This design comes from an exercise in tuning for small area on the open sky130 flow, not from production work. At most, simulation tests tie the RTL to the original design; equivalence was not proved.

==> build 52: inputs <==
==> flow/design.v (excerpt) <==
module conv_kern(
    clk,
    rstn,
    is_last_layer,
    scale,
    bias,
    act_shift,
    bias_shift,
    is_conv3x3,
    vld_i,
    win,
    din,
    acc_o,
    vld_o
);
==> module act_shifter, before the edit <==
module act_shifter(
    input  [26:0] d_in,
    input  [2:0]  n_shift,
    input         is_last_layer,
    output [7:0]  d_out
);
wire [10:0] s1 = n_shift[2] ? d_in[14:4] : d_in[10:0];
wire [8:0]  s2 = n_shift[1] ? s1[10:2]  : s1[8:0];
wire [7:0]  v  = n_shift[0] ? s2[8:1]   : s2[7:0];
wire [6:0] mask = 7'b1111111 << n_shift;
wire       over = (|d_in[25:15]) | (|(d_in[14:8] & mask));
wire neg  = ~is_last_layer & d_in[26];
wire clip = ~is_last_layer & over;
assign d_out = (v | {8{clip}}) & ~{8{neg}};
endmodule
Settings: LEC_CHECK=0, CAP_MARGIN=20, CORE_MARGIN=2, CORE_UTILIZATION=40, GPL_TIMING_DRIVEN=0, SLEW_MARGIN=20, SYNTH_HIERARCHICAL=1; clock period 8.0 ns.
standard.sh (not shown) runs the stock make flow with config.mk's settings and CLKGATE_MAP_FILE= SYNTH_SCRIPT=/design/flow/synth_recipe.tcl, a recipe that flattens the netlist after the stock synthesis.
==> flow/flow/run.sh <==
#!/bin/bash
# The standard layout (standard.sh) with two changes after synthesis:
# the buffers synthesis put in are removed at floorplan, and every port
# is buffered by a sky130_fd_sc_hd__buf_2 cell.
set -uo pipefail
bash standard.sh synth > synth.log 2>&1 || exit 1
REMOVE_ABC_BUFFERS=1 BUFFER_PORTS_ARGS="-buffer_cell sky130_fd_sc_hd__buf_2" bash standard.sh finish > finish.log 2>&1
==> build 13: changes against build 52 <==
--- a/flow/design.v
+++ b/flow/design.v
@@ -8669,12 +8669,27 @@
     output [7:0]  d_out
 );
-wire [10:0] s1 = n_shift[2] ? d_in[14:4] : d_in[10:0];
-wire [8:0]  s2 = n_shift[1] ? s1[10:2]  : s1[8:0];
-wire [7:0]  v  = n_shift[0] ? s2[8:1]   : s2[7:0];
+wire [10:0] s1n;
+wire [8:0]  s2;
+wire [7:0]  vn;
+genvar i;
+generate
+    for (i = 0; i < 11; i = i + 1) begin : g_s1
+        mux2n u_mux (.a(d_in[i]), .b(d_in[i + 4]), .s(n_shift[2]), .y(s1n[i]));
+    end
+    for (i = 0; i < 9; i = i + 1) begin : g_s2
+        mux2n u_mux (.a(s1n[i]), .b(s1n[i + 2]), .s(n_shift[1]), .y(s2[i]));
+    end
+    for (i = 0; i < 8; i = i + 1) begin : g_s3
+        mux2n u_mux (.a(s2[i]), .b(s2[i + 1]), .s(n_shift[0]), .y(vn[i]));
+    end
+endgenerate
 wire [6:0] mask = 7'b1111111 << n_shift;
 wire       over = (|d_in[25:15]) | (|(d_in[14:8] & mask));
 wire neg  = ~is_last_layer & d_in[26];
 wire clip = ~is_last_layer & over;
-assign d_out = (v | {8{clip}}) & ~{8{neg}};
+assign d_out = ~((vn & {8{~clip}}) | {8{neg}});
+endmodule
+module mux2n (input a, input b, input s, output y);
+assign y = ~(s ? b : a);
 endmodule
 module bnorm_quant_act(
==> flow/flow/run.sh (replaced) <==
#!/bin/bash
# The standard layout (standard.sh) with two changes after synthesis:
# the buffers synthesis put in are removed at floorplan, and every port
# is buffered by a sky130_fd_sc_hd__buf_1 cell.
set -uo pipefail
bash standard.sh synth > synth.log 2>&1 || exit 1
REMOVE_ABC_BUFFERS=1 BUFFER_PORTS_ARGS="-buffer_cell sky130_fd_sc_hd__buf_1" bash standard.sh finish > finish.log 2>&1
Settings changed: CORE_UTILIZATION 40 to 55, PLACE_DENSITY set to 0.68.
==> notes <==
Sequential share of layout area: build 13 is higher than build 52 (0.10 points).
Against build 52, the setup slack of build 13 is lower by 0.095 ns.
In build 52 the hold slack is better than in build 13, by 0.0086 ns.
Of build 52 and build 13, build 52 has the higher routed wire length (gap 4.8%, measured against build 13).
Build 52 produced a clean layout. Build 13 ran to the end with no violations.
Against build 52, the design area of build 13 is lower by 2.0%.
Between build 52 and build 13, the lower global-route usage is in build 52 (gap 9.6 points).
Die area: build 13 is smaller than build 52 (27%).
==> figures <==
metric                                                              build 52        build 13
Run status                                                    finished clean  finished clean
DP HPWL                                                       143000 microns  134000 microns
Multi-input gate area in the final layout                       0.0412 sq mm    0.0412 sq mm
Share of the clock period used by the worst path                       95.8%           97.0%
Maximum number of pins on one net before global-route repair              36              38
Critical path startpoint                                            scale[2]         din[61]
Data arrival at the endpoint of the critical path                    8.06 ns         8.10 ns
Synth Area in Compound Gates                                           4.13%           4.10%
Worst endpoint required time                                         8.39 ns         8.33 ns
Via count of the first global-routing pass                             37224           37006
Post-CTS resize count                                                      0               1
Signal buffers share of area                                           3.40%           2.65%
Starting density of the core                                           40.3%           55.4%
Function not checked in build 52: the RTL went through the layout flow alone.

* * *

==> job 4823: inputs <==
conv_kern, a different RTL version from the one above (not shown whole).
clock: 8.0 ns
lec_check: 0
cap_margin: 20
core_margin: 2
core_utilization: 40
gpl_timing_driven: 0
slew_margin: 20
synth_hierarchical: 1
==> flow/flow/run.sh <==
#!/bin/bash
# The standard layout (standard.sh), with every port buffered by a
# sky130_fd_sc_hd__buf_2 cell instead of the cell buffer_ports picks itself.
set -uo pipefail
bash standard.sh synth > synth.log 2>&1 || exit 1
BUFFER_PORTS_ARGS="-buffer_cell sky130_fd_sc_hd__buf_2" bash standard.sh finish > finish.log 2>&1
==> job 7119 (differences from job 4823) <==
CORE_UTILIZATION = 60   (was 40)
PLACE_DENSITY = 0.72   (was not set)
==> summary of the runs <==
Job 4823 finished clean. Job 7119 went through all stages and came out clean. Worst setup slack: job 7119 is better than job 4823 (0.25 ns). In count of clock-buffer cells in the layout, job 4823 and job 7119 do not differ. In job 7119 the non-clock buffer count is lower than in job 4823, by 2. Against job 7119, the first-iteration DRC count of job 4823 is lower by 20%. Against job 7119, the final cell count of job 4823 is higher by about 10%. Against job 4823, the clock skew of job 7119 is lower by 0.0092 ns. Of job 4823 and job 7119, job 7119 has the higher critical path depth (gap 12).
==> figures <==
Result of the run: job 4823 finished clean; job 7119 finished clean
Period Utilization, post-route: job 4823 99.2%; job 7119 96.1%
Layout buffering overhead excluding clock cells: job 4823 4.82%; job 7119 4.88%
Average wire per cell in the routed design: job 4823 30.3 um; job 7119 32.1 um
Met2 track demand over resource: job 4823 45.9%; job 7119 63.6%
Fin crit period: job 4823 7.94 ns; job 7119 7.69 ns
Finished Layout Cells: job 4823 5,882; job 7119 5,345
Global router's overall resource usage: job 4823 30.9%; job 7119 45.2%
Worst hold margin: job 4823 0.358 ns; job 7119 0.346 ns
Largest fanout on the critical path: job 4823 8; job 7119 10
Routed vias: job 4823 34,700; job 7119 35,700
Transition time of the tightest slew-check pin: job 4823 1.05 ns; job 7119 1.09 ns
Final core utilization: job 4823 43.8%; job 7119 64.3%
Worst setup path startpoint: job 4823 win[10]; job 7119 scale[2]
Clock slew at reported path FFs: job 4823 0.06 ns; job 7119 0.07 ns

* * *

==> job 2236: inputs <==
RTL: one of the versions met above, not the one the previous note started from.
export LEC_CHECK = 0
export CAP_MARGIN = 20
export CORE_MARGIN = 2
export CORE_UTILIZATION = 40
export GPL_TIMING_DRIVEN = 0
export SLEW_MARGIN = 20
export SYNTH_HIERARCHICAL = 1
create_clock -name core_clock -period 8.0 [get_ports {clk}]
==> flow/flow/run.sh <==
#!/bin/bash
# The standard layout (standard.sh) with two changes after synthesis:
# the buffers synthesis put in are removed at floorplan, and every port
# is buffered by a sky130_fd_sc_hd__buf_1 cell.
set -uo pipefail
bash standard.sh synth > synth.log 2>&1 || exit 1
REMOVE_ABC_BUFFERS=1 BUFFER_PORTS_ARGS="-buffer_cell sky130_fd_sc_hd__buf_1" bash standard.sh finish > finish.log 2>&1
==> inputs of job 3430, as changes to job 2236 <==
==> flow/flow/run.sh (replaced) <==
#!/bin/bash
# The standard layout (standard.sh) with two changes after synthesis:
# the buffers synthesis put in are removed at floorplan, and every port
# is buffered by a sky130_fd_sc_hd__buf_2 cell.
set -uo pipefail
bash standard.sh synth > synth.log 2>&1 || exit 1
REMOVE_ABC_BUFFERS=1 BUFFER_PORTS_ARGS="-buffer_cell sky130_fd_sc_hd__buf_2" bash standard.sh finish > finish.log 2>&1
==> comparison table <==
Result of the run: job 2236 timing/DRC/antenna clean; job 3430 timing/DRC/antenna clean
Share of cell area taken by multi-input logic gates: job 2236 0.8591; job 3430 0.8525
Final design utilization: job 2236 0.4261; job 3430 0.4293
Detail Route met3 WL: job 2236 19.65 mm; job 3430 18.57 mm
Post-DR vias/cell: job 2236 5.978; job 3430 5.936
Non-Clock Buffer Count: job 2236 316; job 3430 315
Fill cell instance count of the final layout: job 2236 10.71k; job 3430 10.79k
Clock insertion delay at the later pin of the skew report: job 2236 0.48 ns; job 3430 0.47 ns
Worst clock skew: job 2236 0.01541 ns; job 3430 0.01375 ns
Count of routing violations after the opening detailed-route iteration: job 2236 4252; job 3430 4369
Critical Path End: job 2236 u_mac_kern.u_mac.dot1_r[11]; job 3430 u_bnorm_quant_act.mult_r[30]
Start point of the critical path: job 2236 din[27]; job 3430 scale[0]
WP data required: job 2236 8.34 ns; job 3430 8.39 ns
Worst hold-check slack: job 2236 0.3397 ns; job 3430 0.3531 ns
Setup ws final: job 2236 0.3347 ns; job 3430 0.2724 ns
Final non-filler cell area: job 2236 47930 um^2; job 3430 48290 um^2
Met1 wire length: job 2236 64.89 mm; job 3430 63.79 mm
Total of cells resized after clock tree synthesis: job 2236 1; job 3430 0
Layout non-clock buf frac: job 2236 0.02589; job 3430 0.03342

[static timing again, ports no longer ideal]
In the flow no input, the clock included, has a driving cell. The finished layouts below were timed again as built, in two steps.
Step 1 assumes that a clkbuf_16 drives the clock port and a buf_2 every other input.
Step 2 times the ports against the registers' clock, not the clock port: input delays grow and output delays shrink by t, the midpoint of the rising clock arrivals with the driver on.
Three values: ideal ports, drivers, drivers and shift; two values: the first two.
run	t, ns	slack for setup (ns)	worst register clock-pin slew, ns	worst slew at a driven data input, ns	pins driven straight from the clock port
build 52	0.519	0.332 / 0.365 / -0.154	0.07 / 0.07	0.11	1
build 13	0.507	0.237 / 0.264 / -0.243	0.07 / 0.07	0.13	1
job 4823	0.520	0.061 / 0.089 / -0.432	0.08 / 0.08	0.20	1
job 7119	0.515	0.311 / 0.344 / -0.171	0.07 / 0.07	0.14	1
job 2236	0.530	0.335 / 0.364 / -0.166	0.07 / 0.07	0.10	1
job 3430	0.521	0.272 / 0.307 / -0.214	0.07 / 0.07	0.10	1
With both steps, setup timing fails in every run listed, where it was met with ideal ports. The setup slack of job 2236, which loses most, moves by +0.029 ns with the drivers and by -0.501 ns with both steps.
